From an optimization exercise on the open Yosys and OpenROAD flow, aimed at small area; shortcuts taken in it are not production practice.
RTL that was checked went through simulation tests only; none was proved equivalent to the original.
Power figures rest on the tool's default switching activity, not on a simulated workload.

## systolic_array
module systolic_array(
    input wire[7:0] inp_west0,
    input wire[7:0] inp_west4,
    input wire[7:0] inp_west8,
    input wire[7:0] inp_west12,
    input wire[7:0] inp_north0,
    input wire[7:0] inp_north1,
    input wire[7:0] inp_north2,
    input wire[7:0] inp_north3,
    output wire [15:0] out00,
    output wire [15:0] out01,
    output wire [15:0] out02,
    output wire [15:0] out03,
    output wire [15:0] out04,
    output wire [15:0] out05,
    output wire [15:0] out06,
    output wire [15:0] out07,
    output wire [15:0] out08,
    output wire [15:0] out09,
    output wire [15:0] out10,
    output wire [15:0] out11,
    output wire [15:0] out12,
    output wire [15:0] out13,
    output wire [15:0] out14,
    output wire [15:0] out15,
    input wire clk,
    input wire rst,
    output reg done);
reg [3:0] cycle_counter;
always @(posedge clk or posedge rst) begin
    if (rst) begin
        cycle_counter <= 4'd0;
        done <= 1'b0;
    end else if (cycle_counter != 4'd11) begin
        cycle_counter <= cycle_counter + 4'd1;
    end else begin
        done <= 1'b1;
    end
end
wire [3:0] count_next = (cycle_counter != 4'd11) ? cycle_counter + 4'd1 : cycle_counter;
reg [7:0] win;
always @(posedge clk or posedge rst) begin
    if (rst)
        win <= 8'b00000011;
    else begin
        win[0] <= (count_next >= 4'd0) & (count_next <= 4'd7);   
        win[1] <= (count_next >= 4'd0) & (count_next <= 4'd10);   
        win[2] <= (count_next >= 4'd1) & (count_next <= 4'd8);   
  ...
==> flow/config.mk <==
export PLATFORM = sky130hd
export DESIGN_NAME = systolic_array
export DESIGN_NICKNAME = systolic_array
export VERILOG_FILES = /design/flow/design.v
export SDC_FILE = /design/flow/constraint.sdc
export NUM_CORES = 4
export LEC_CHECK = 0
export ABC_AREA = 1
export CAP_MARGIN = 20
export CORE_MARGIN = 2
export CORE_UTILIZATION = 65
export GPL_TIMING_DRIVEN = 0
export SETUP_SLACK_MARGIN = 0.15
export SLEW_MARGIN = 20
==> flow/constraint.sdc <==
create_clock -name core_clock -period 6.0 [get_ports {clk}]
set_input_delay 1.2000 -clock core_clock [delete_from_list [all_inputs] [get_ports {clk}]]
set_output_delay 1.2000 -clock core_clock [all_outputs]
set_load 0.01 [all_outputs]
standard.sh (not shown) runs the stock make flow with config.mk's settings and CLKGATE_MAP_FILE= SYNTH_SCRIPT=/design/flow/synth_recipe.tcl, a recipe that flattens the netlist after the stock synthesis.
==> flow/flow/run.sh <==
#!/bin/bash
# The standard layout (standard.sh) with these changes:
#  - SYNTH_ARGS=-noabc: Yosys's quick ABC pass inside `synth` is skipped, so the explicit
#    full-adder trees in the RTL reach extract_fa unchanged and map to fa/ha cells without
#    inverters between them (the final ABC mapping still runs as usual);
#  - port buffers are buf_1 instead of the 10 um2 delay buffers buffer_ports picks by default
#    (every input and output port still gets its own buffer);
#  - clock tree: no dummy loads, clkbuf_16 only, sink clusters of up to 30 within 80 um.
set -euo pipefail
export SYNTH_ARGS=-noabc
export BUFFER_PORTS_ARGS="-inputs -outputs -buffer_cell sky130_fd_sc_hd__buf_1"
export CTS_ARGS="-sink_clustering_enable -repair_clock_nets -dont_use_dummy_load -sink_clustering_size 30 -sink_clustering_max_diameter 80 -buf_list {sky130_fd_sc_hd__clkbuf_16}"
bash standard.sh > standard.log 2>&1
==> next run, changes <==
--- a/flow/flow/run.sh
+++ b/flow/flow/run.sh
@@ -6,7 +6,10 @@
 #  - port buffers are buf_1 instead of the 10 um2 delay buffers buffer_ports picks by default
 #    (every input and output port still gets its own buffer);
+#  - REMOVE_ABC_BUFFERS=1: the floorplan step removes the buffers ABC inserted instead of
+#    resizing for timing that early (repair_design and repair_timing run later as usual);
 #  - clock tree: no dummy loads, clkbuf_16 only, sink clusters of up to 30 within 80 um.
 set -euo pipefail
 export SYNTH_ARGS=-noabc
+export REMOVE_ABC_BUFFERS=1
 export BUFFER_PORTS_ARGS="-inputs -outputs -buffer_cell sky130_fd_sc_hd__buf_1"
 export CTS_ARGS="-sink_clustering_enable -repair_clock_nets -dont_use_dummy_load -sink_clustering_size 30 -sink_clustering_max_diameter 80 -buf_list {sky130_fd_sc_hd__clkbuf_16}"
--- a/flow/config.mk
+++ b/flow/config.mk
@@ -9,6 +9,7 @@
 export CAP_MARGIN = 20
 export CORE_MARGIN = 2
-export CORE_UTILIZATION = 65
+export CORE_UTILIZATION = 75
 export GPL_TIMING_DRIVEN = 0
+export PLACE_DENSITY = 0.78
 export SETUP_SLACK_MARGIN = 0.15
 export SLEW_MARGIN = 20
Die area decreases by roughly a tenth.
Non-clock buffer count decreases by 61.
Power decreases slightly.
Design area decreases slightly.
Area after synthesis is unchanged.
Global-route usage increases by 5.6 points.
Worst setup slack is better by 0.013 ns.

========
Another version of the RTL of systolic_array (not shown whole).
Size in the first run: about 320 I/O pins, about 40000 sq um of cells after synthesis.
clock: 6.0 ns
lec_check: 0
cap_margin: 20
core_margin: 2
core_utilization: 40
slew_margin: 20
==> flow/flow/run.sh <==
#!/bin/bash
# The standard layout (standard.sh) with two changes:
#  - SYNTH_ARGS=-noabc: Yosys's quick ABC pass inside `synth` is skipped, so the explicit
#    full-adder trees in the RTL reach extract_fa unchanged and map to fa/ha cells without
#    inverters between them (the final ABC mapping still runs as usual);
#  - port buffers are buf_1 instead of the 10 um2 delay buffers buffer_ports picks by default
#    (every input and output port still gets its own buffer).
set -euo pipefail
export SYNTH_ARGS=-noabc
export BUFFER_PORTS_ARGS="-inputs -outputs -buffer_cell sky130_fd_sc_hd__buf_1"
bash standard.sh > standard.log 2>&1
Edit:
--- a/flow/flow/run.sh
+++ b/flow/flow/run.sh
@@ -2 +2 @@
-# The standard layout (standard.sh) with two changes:
+# The standard layout (standard.sh) with these changes:
@@ -7 +7,2 @@
-#    (every input and output port still gets its own buffer).
+#    (every input and output port still gets its own buffer);
+#  - clock tree: no dummy loads, clkbuf_8/16 only, larger sink clusters.
@@ -10,0 +12 @@
+export CTS_ARGS="-sink_clustering_enable -repair_clock_nets -dont_use_dummy_load -sink_clustering_size 20 -sink_clustering_max_diameter 60 -buf_list {sky130_fd_sc_hd__clkbuf_8 sky130_fd_sc_hd__clkbuf_16}"
Settings changed: CORE_UTILIZATION 40 to 65, GPL_TIMING_DRIVEN set to 0.
Final cell count went down by roughly a tenth.
Synthesized cell count stays the same.
Die area went down by well over a third.
Via count went up by a few percent.
Hold slack degrades by 0.034 ns.
No functional check of the RTL was part of any run of this note.

[re-timing with driven ports]
Ports are ideal in the flow. The routed layouts listed here were re-timed in OpenROAD.
Step 1 assumes that a clkbuf_16 drives the clock port and a buf_2 every other input.
Step 2 adds t to the input delays and takes it off the output delays; t is the mean of the earliest and latest rising clock arrival at the registers after step 1. Input paths then give back, and output paths get back, about the clock's delay inside the block.
a / b / c = ideal ports / drivers / drivers and shift; a / b = the first two.
run | t (ns) | setup slack, ns | latest minus earliest clock arrival (ns) | slew at the worst register clock pin (ns)
the first run of note 1 | 0.603 | 0.223 / 0.254 / -0.349 | 0.058 / 0.058 | 0.10 / 0.10
the second run of note 1 | 0.669 | 0.237 / 0.248 / -0.404 | 0.068 / 0.068 | 0.11 / 0.11
the first run of note 2 | 0.705 | 0.621 / 0.621 / 0.171 | 0.026 / 0.026 | 0.07 / 0.07
the second run of note 2 | 0.642 | 0.150 / 0.150 / -0.370 | 0.043 / 0.042 | 0.08 / 0.08
Met with ideal ports but missed after step 2: setup timing in the first run of note 1, the second run of note 1 and the second run of note 2. The setup slack of the second run of note 1, which loses most, moves by +0.011 ns with the drivers and by -0.641 ns with both steps.
